This design comes from an exercise in tuning for small area on the open sky130 flow, not from production work. In this exercise RTL edits were held to simulation tests only and were not proved equivalent to the original. Power and IR drop assume default switching activity.

==> flow/design.v (excerpt) <==
module router(input clk, rst,
              read_enb_0, read_enb_1, read_enb_2, pkt_valid,
              input [7:0] data_in,
              output vld_out_0, vld_out_1, vld_out_2, err, busy,
              output [7:0] data_out_0, data_out_1, data_out_2);
Size in the first run: about 1400 cells after synthesis, roughly 43 I/O pins, about 0.021 mm2 of cells after synthesis.
export LEC_CHECK = 0
export CAP_MARGIN = 0
export CORE_MARGIN = 2
export CORE_UTILIZATION = 80
export SLEW_MARGIN = 0
create_clock -name core_clock -period 5.0 [get_ports {clk}]
standard.sh (not shown) runs the stock make flow with config.mk's settings and CLKGATE_MAP_FILE= SYNTH_SCRIPT=/design/flow/synth_recipe.tcl, a recipe that flattens the netlist after the stock synthesis.
==> flow/flow/run.sh <==
#!/bin/bash
# Layout flow: the standard synthesis, its combinational logic re-mapped for
# area, then the standard layout steps with a leaner clock tree (clkbuf_8
# only, no dummy loads) and buf_1 cells as the port buffers.
set -euo pipefail
here=$(pwd)
flowdir=$here/flow
res=$here/orfs/results/$FLOW_PLATFORM/router/base
lib=$FLOW_HOME/platforms/$FLOW_PLATFORM/lib/sky130_fd_sc_hd__tt_025C_1v80.lib
YOSYS=$(command -v yosys || echo /OpenROAD-flow-scripts/tools/install/yosys/bin/yosys)

export CTS_ARGS="-sink_clustering_enable -repair_clock_nets -dont_use_dummy_load -buf_list sky130_fd_sc_hd__clkbuf_8 -sink_clustering_size 20 -sink_clustering_max_diameter 50"
export BUFFER_PORTS_ARGS="-buffer_cell sky130_fd_sc_hd__buf_1"

# 1. standard synthesis
bash standard.sh synth > synth_standard.log 2>&1

# 2. re-map the combinational logic
dont_use=""
for c in $(cat "$flowdir/dont_use.txt"); do dont_use="$dont_use -dont_use $c"; done
python3 "$flowdir/genmodels.py" "$lib" "$here/comb_models.v" > genmodels.log 2>&1
cp "$res/1_2_yosys.v" "$here/1_2_yosys.standard.v"
sed -e "s#@LIB@#$lib#g" -e "s#@MODELS@#$here/comb_models.v#" \
    -e "s#@NETLIST_IN@#$here/1_2_yosys.standard.v#" -e "s#@NETLIST_OUT@#$here/1_2_yosys.resynth.v#" \
    -e "s#@TOP@#$FLOW_TOP#" -e "s#@ABC_SCRIPT@#$flowdir/area.abc#" -e "s#@DONT_USE@#$dont_use#" \
    "$flowdir/resynth.ys.in" > resynth.ys
"$YOSYS" -s resynth.ys > resynth.log 2>&1
cp "$here/1_2_yosys.resynth.v" "$res/1_2_yosys.v"
rm -f "$res/1_synth.odb" "$res/1_synth.sdc"

# 3. the rest of the standard layout
bash standard.sh > layout_standard.log 2>&1
==> flow/flow/area.abc <==
&get -n
&st
&deepsyn -T 60
&dch -f
&nf -R 1000 -p
&put
Other scripts of this flow, unchanged in this note and not shown: flow/flow/dont_use.txt, flow/flow/genmodels.py, flow/flow/resynth.ys.in
Then changed:
Settings changed: CORE_UTILIZATION 80 to 70.
Wire length fell by 8.6%.
Sequential share of layout area shrinks by 0.38 points.
Combinational power went down by about 2%.
Setup slack improves by 98 ps.
Flip-flop and latch count does not change.
Non-clock buffer count rose by 3.
Then changed:
--- a/flow/flow/run.sh
+++ b/flow/flow/run.sh
@@ -4,0 +5,3 @@
+# The re-mapping avoids the cells in dont_use.txt: the platform's don't-use
+# cells and weak NOR-type and _0 cells, which placement would otherwise
+# buffer to meet slew limits.
Settings changed: CORE_UTILIZATION 70 to 80.
The changed run finished with timing, DRC and antenna clean.
Final area is lower by 0.54%.
Setup slack gets worse by 98 ps.
Area after synthesis does not change.
Sequential power stays flat.
Power hardly moves.
Clock skew fell by 28 ps.
Then changed:
==> flow/flow/area.abc (replaced) <==
&get -n
&st
&deepsyn -T 60
&dch -f
&nf -R 1000 -p -F 8 -A 4 -C 32
&put
=> The new run finished with timing, DRC and antenna clean. Worst hold slack loses 62 ps. Synthesized area is about the same. Worst setup slack loses 310 ps.

---

router, a different RTL version from the one above (not shown whole).
Size: roughly 43 I/O pins, ~22000 sq um of cells after synthesis.
==> flow/design.v (excerpt) <==
module router(input clk, rst,
              read_enb_0, read_enb_1, read_enb_2, pkt_valid,
              input [7:0] data_in,
              output vld_out_0, vld_out_1, vld_out_2, err, busy,
              output [7:0] data_out_0, data_out_1, data_out_2);
wire [2:0] write_enb;
wire [7:0] dout;
wire sft_rst_0, sft_rst_1, sft_rst_2;
wire fifo_empty_0, fifo_empty_1, fifo_empty_2;
wire full_0, full_1, full_2, fifo_full;
wire detect_add, ld_state, laf_state, write_enb_reg, lfd_state, parity_done;
reg lfd_t;
always @(posedge clk)
        lfd_t <= lfd_state;
fifo1 F0(.clk(clk), .rst(rst), .write_enb(write_enb[0]), .sft_rst(sft_rst_0), .read_enb(read_enb_0),
         .data_in(dout), .lfd_state(lfd_t), .empty(fifo_empty_0), .data_out(data_out_0), .full(full_0));
fifo1 F1(.clk(clk), .rst(rst), .write_enb(write_enb[1]), .sft_rst(sft_rst_1), .read_enb(read_enb_1),
         .data_in(dout), .lfd_state(lfd_t), .empty(fifo_empty_1), .data_out(data_out_1), .full(full_1));
  ...
Settings: LEC_CHECK=0, CAP_MARGIN=20, CORE_MARGIN=2, CORE_UTILIZATION=70, SLEW_MARGIN=20; clock period 5.0 ns.
==> flow/flow/run.sh <==
#!/bin/bash
# Standard layout, with a leaner clock tree (small buffers, no dummy loads)
# and the smallest buffer on the ports.
export CTS_ARGS="-sink_clustering_enable -repair_clock_nets -dont_use_dummy_load -buf_list sky130_fd_sc_hd__clkbuf_8 -sink_clustering_size 20 -sink_clustering_max_diameter 50"
export BUFFER_PORTS_ARGS="-buffer_cell sky130_fd_sc_hd__buf_1"
bash standard.sh > standard_run.log 2>&1
Edit:
==> flow/run.sh (new file) <==
#!/bin/bash
# synth_recipe.tcl (not shown) runs the flow's synth.tcl, then flattens the netlist and writes it again
# the make line also repeats each setting of config.mk as NAME=value (left out here)
make -C /OpenROAD-flow-scripts/flow DESIGN_CONFIG=/design/flow/config.mk WORK_HOME=/design/flow/orfs CLKGATE_MAP_FILE= SYNTH_SCRIPT=/design/flow/synth_recipe.tcl finish
Settings changed: CTS_CLUSTER_DIAMETER from default to 100, CTS_CLUSTER_SIZE from default to 20.
removed: flow/flow/run.sh
removed: flow/standard.sh
Result: Total power went up by a little under a tenth; wire length went up slightly; clock power increases by a quarter to a third.
Edit:
==> flow/flow/run.sh (new file) <==
#!/bin/bash
# Standard layout, with a leaner clock tree (small buffers, no dummy loads)
# and the smallest buffer on the ports.
export CTS_ARGS="-sink_clustering_enable -repair_clock_nets -dont_use_dummy_load -buf_list sky130_fd_sc_hd__clkbuf_16 -sink_clustering_size 35 -sink_clustering_max_diameter 60"
export BUFFER_PORTS_ARGS="-buffer_cell sky130_fd_sc_hd__buf_1"
bash standard.sh > standard_run.log 2>&1
==> flow/standard.sh (new file) <==
#!/bin/bash
# synth_recipe.tcl (not shown) runs the flow's synth.tcl, then flattens the netlist and writes it again
# the make line also repeats each setting of config.mk as NAME=value (left out here)
make -C /OpenROAD-flow-scripts/flow DESIGN_CONFIG=/design/flow/config.mk WORK_HOME=/design/flow/orfs CLKGATE_MAP_FILE= SYNTH_SCRIPT=/design/flow/synth_recipe.tcl "${@:-finish}"
Settings changed: CTS_CLUSTER_DIAMETER 100 to default, CTS_CLUSTER_SIZE 20 to default.
removed: flow/run.sh
First-iteration DRC count is higher by 20%; global-route usage is higher by 0.46 points; sequential share of layout area is higher by 0.57 points; critical path depth is lower by 2; fmax is higher by 4.3%; die area does not change; hold slack loses 4.9 ps.

what the ideal ports hide:
In the flow no input, the clock included, has a driving cell. The finished layouts below were timed again as built, in two steps. Step 1: set_driving_cell puts a clkbuf_16 on clk and a buf_2 on each other input, an assumption about the parent block. Step 2 adds t to the input delays and takes it off the output delays; t is the mean of the earliest and latest rising clock arrival at the registers after step 1. Input paths then give back, and output paths get back, about the clock's delay inside the block. Three values: ideal, step 1, step 2; two values: the first two.
run	t (ns)	slack for setup (ns)	slew at the worst register clock pin (ns)
the first run of note 1	0.609	1.680 / 1.680 / 1.652	0.12 / 0.12
the second run of note 1	0.609	1.778 / 1.778 / 1.778	0.12 / 0.12
the third run of note 1	0.609	1.680 / 1.680 / 1.652	0.12 / 0.12
the fourth run of note 1	0.610	1.375 / 1.375 / 1.375	0.12 / 0.12
the first run of note 2	0.612	1.550 / 1.550 / 1.550	0.12 / 0.12
the second run of note 2	0.650	1.393 / 1.374 / 1.393	0.09 / 0.09
the third run of note 2	0.583	1.541 / 1.541 / 1.541	0.10 / 0.10
After both steps every run listed still meets setup and hold.
